This is an optimization exercise on Yosys and OpenROAD, whose aim is small area, a short achievable clock period and few clock cycles per item, not a production implementation.
At most, simulation tests tie the RTL to the original design; equivalence was not proved.

// reciprocal_float
module reciprocal_float(
    input clk, rst,
    input start,
    input [31:0] x,
    output [31:0] out,
    output done, zero_flag
);
For scale: ~91 flip-flops, ~69 I/O pins, ~0.0061 mm2 of cells after synthesis.
Settings: LEC_CHECK=0, CAP_MARGIN=20, CORE_MARGIN=2, CORE_UTILIZATION=40, SETUP_SLACK_MARGIN=5, SLEW_MARGIN=20; clock period 11.0 ns.
run.sh (not shown) runs the stock make flow with config.mk's settings and CLKGATE_MAP_FILE= SYNTH_SCRIPT=/design/flow/synth_recipe.tcl, a recipe that flattens the netlist after the stock synthesis.
Edit:
SETUP_SLACK_MARGIN = not set   (was 5)
What happened:
- The new run went through all stages and came out clean
- first-iteration DRC count goes down slightly
- register-to-register slack loses 0.43 ns
- critical path depth went down by 6
- routed wire length came out lower by a few percent
- global-route usage falls by 0.27 points
Function was not checked in any run of this note: the RTL went through the layout flow alone.

========
Another version of the RTL of reciprocal_float (not shown whole).
Size in the first run: roughly 390 cells after synthesis, roughly 64 flip-flops, roughly 69 I/O pins, roughly 3500 µm² of cells after synthesis.
Design reciprocal_float, start of the top module:
module reciprocal_float(
    input clk, rst,
    input start,
    input [31:0] x,
    output [31:0] out,
    output done, zero_flag
);
clock: 11.0 ns
lec_check: 0
cap_margin: 20
core_margin: 2
core_utilization: 40
cts_buf_list: sky130_fd_sc_hd__clkbuf_4
cts_cluster_size: 10
slew_margin: 20
standard.sh (not shown) runs the stock make flow with config.mk's settings and CLKGATE_MAP_FILE= SYNTH_SCRIPT=/design/flow/synth_recipe.tcl, a recipe that flattens the netlist after the stock synthesis.
==> flow/flow/run.sh <==
#!/bin/bash
# The standard layout (standard.sh, unchanged synthesis), with repair_timing
# aiming below the clock period and smaller port buffers.
set -euo pipefail
bash standard.sh SETUP_SLACK_MARGIN=7.8 'BUFFER_PORTS_ARGS=-buffer_cell sky130_fd_sc_hd__buf_1' finish > standard_flow.log 2>&1
Testbench counts at the start, summed over its fixed seeds: cycles 40,000, items 1,600.
==> next run, changes <==
--- a/flow/config.mk
+++ b/flow/config.mk
@@ -7,2 +7,3 @@
 export LEC_CHECK = 0
+export ABC_CLOCK_PERIOD_IN_PS = 1500
 export CAP_MARGIN = 20
@@ -10,4 +11,2 @@
 export CORE_UTILIZATION = 40
-export CTS_BUF_LIST = sky130_fd_sc_hd__clkbuf_4
-export CTS_CLUSTER_SIZE = 10
 export SLEW_MARGIN = 20
=> First-iteration DRC count is lower by 7.1%; synthesized area stays the same; cell count hardly moves; synthesized cell count does not change; global-route usage is higher by 0.29 points; setup slack gains 0.012 ns; clock skew is lower by 0.010 ns; clock-buffer cell count is higher by 2.
==> next run, changes <==
--- a/flow/config.mk
+++ b/flow/config.mk
@@ -7,3 +7,2 @@
 export LEC_CHECK = 0
-export ABC_CLOCK_PERIOD_IN_PS = 1500
 export CAP_MARGIN = 20
@@ -11,2 +10,3 @@
 export CORE_UTILIZATION = 40
+export CTS_BUF_LIST = sky130_fd_sc_hd__clkbuf_2 sky130_fd_sc_hd__clkbuf_4
 export SLEW_MARGIN = 20
Effect: The changed run completed without violations; global-route usage shrinks by 0.29 points; setup slack degrades by 0.012 ns; cell count stays flat; final area shrinks by 2.0%; die area does not change; register-to-register slack degrades by 0.05 ns; via count grows by 0.40%; critical path depth does not change.
==> next run, changes <==
--- a/flow/config.mk
+++ b/flow/config.mk
@@ -7,2 +7,3 @@
 export LEC_CHECK = 0
+export ABC_CLOCK_PERIOD_IN_PS = 2500
 export CAP_MARGIN = 20
@@ -10,3 +11,2 @@
 export CORE_UTILIZATION = 40
-export CTS_BUF_LIST = sky130_fd_sc_hd__clkbuf_2 sky130_fd_sc_hd__clkbuf_4
 export SLEW_MARGIN = 20
The new run produced a clean layout.
Hold slack loses 0.013 ns.
Cell area rises by a few percent.
Area after synthesis is unchanged.
Clock skew came out lower by 0.010 ns.
Via count falls slightly.
Fmax climbs slightly.
==> next run, changes <==
--- a/flow/config.mk
+++ b/flow/config.mk
@@ -7,3 +7,2 @@
 export LEC_CHECK = 0
-export ABC_CLOCK_PERIOD_IN_PS = 2500
 export CAP_MARGIN = 20
@@ -11,2 +10,4 @@
 export CORE_UTILIZATION = 40
+export CTS_BUF_LIST = sky130_fd_sc_hd__clkbuf_4
+export CTS_CLUSTER_DIAMETER = 40
 export SLEW_MARGIN = 20
The new run ran to the end with no violations.
Core utilization went down by 0.99 points.
Final cell count stays flat.
Synthesized cell count is unchanged.
First-iteration DRC count went up by 7.7%.
Synthesized area is unchanged.
Wire length went down by 3.3%.
Worst setup slack loses 0.012 ns.
Count of clock-buffer cells in the layout went down by 2.
Final area went down by 2.0%.
Global-route usage went down by 0.29 points.
==> next run, changes <==
--- a/flow/config.mk
+++ b/flow/config.mk
@@ -10,4 +10,3 @@
 export CORE_UTILIZATION = 40
-export CTS_BUF_LIST = sky130_fd_sc_hd__clkbuf_4
-export CTS_CLUSTER_DIAMETER = 40
+export GPL_TIMING_DRIVEN = 1
 export SLEW_MARGIN = 20
=> The changed run passed the timing, design-rule and antenna checks. Die area does not change. Routed wire length goes up by 3.4%. Hold slack is worse by 0.013 ns. Sequential share of layout area goes down by 0.85 points. Cell area goes up by 2.1%.

[port drivers added, routing unchanged]
How much do the figures lean on ideal ports? The routed layouts below were timed once more, with nothing changed but the port constraints.
Step 1 sets driving cells, clkbuf_16 on the clock port and buf_2 on the other inputs (assumed; they add their load-dependent delay and slew).
Step 2 times the ports against the registers' clock, not the clock port: input delays grow and output delays shrink by t, the midpoint of the rising clock arrivals with the driver on.
Slacks: ideal / step 1 / step 2; pairs: ideal / step 1.
run	t, ns	setup slack, ns	worst setup path after step 2	clock arrival spread, ns
the first run of note 1	0.394	5.274 / 5.274 / 5.274	register to register	0.013 / 0.013
the second run of note 1	0.389	4.846 / 4.846 / 4.846	register to register	0.009 / 0.008
the first run of note 2	0.436	7.860 / 7.832 / 7.437	input to register	0.018 / 0.017
the second run of note 2	0.379	7.872 / 7.842 / 7.546	input to register	0.007 / 0.007
the third run of note 2	0.436	7.860 / 7.832 / 7.437	input to register	0.018 / 0.017
the fourth run of note 2	0.379	7.872 / 7.842 / 7.546	input to register	0.007 / 0.007
the fifth run of note 2	0.436	7.860 / 7.832 / 7.437	input to register	0.018 / 0.017
the sixth run of note 2	0.379	7.872 / 7.842 / 7.546	input to register	0.007 / 0.007
After both steps setup and hold are still met in every run listed.
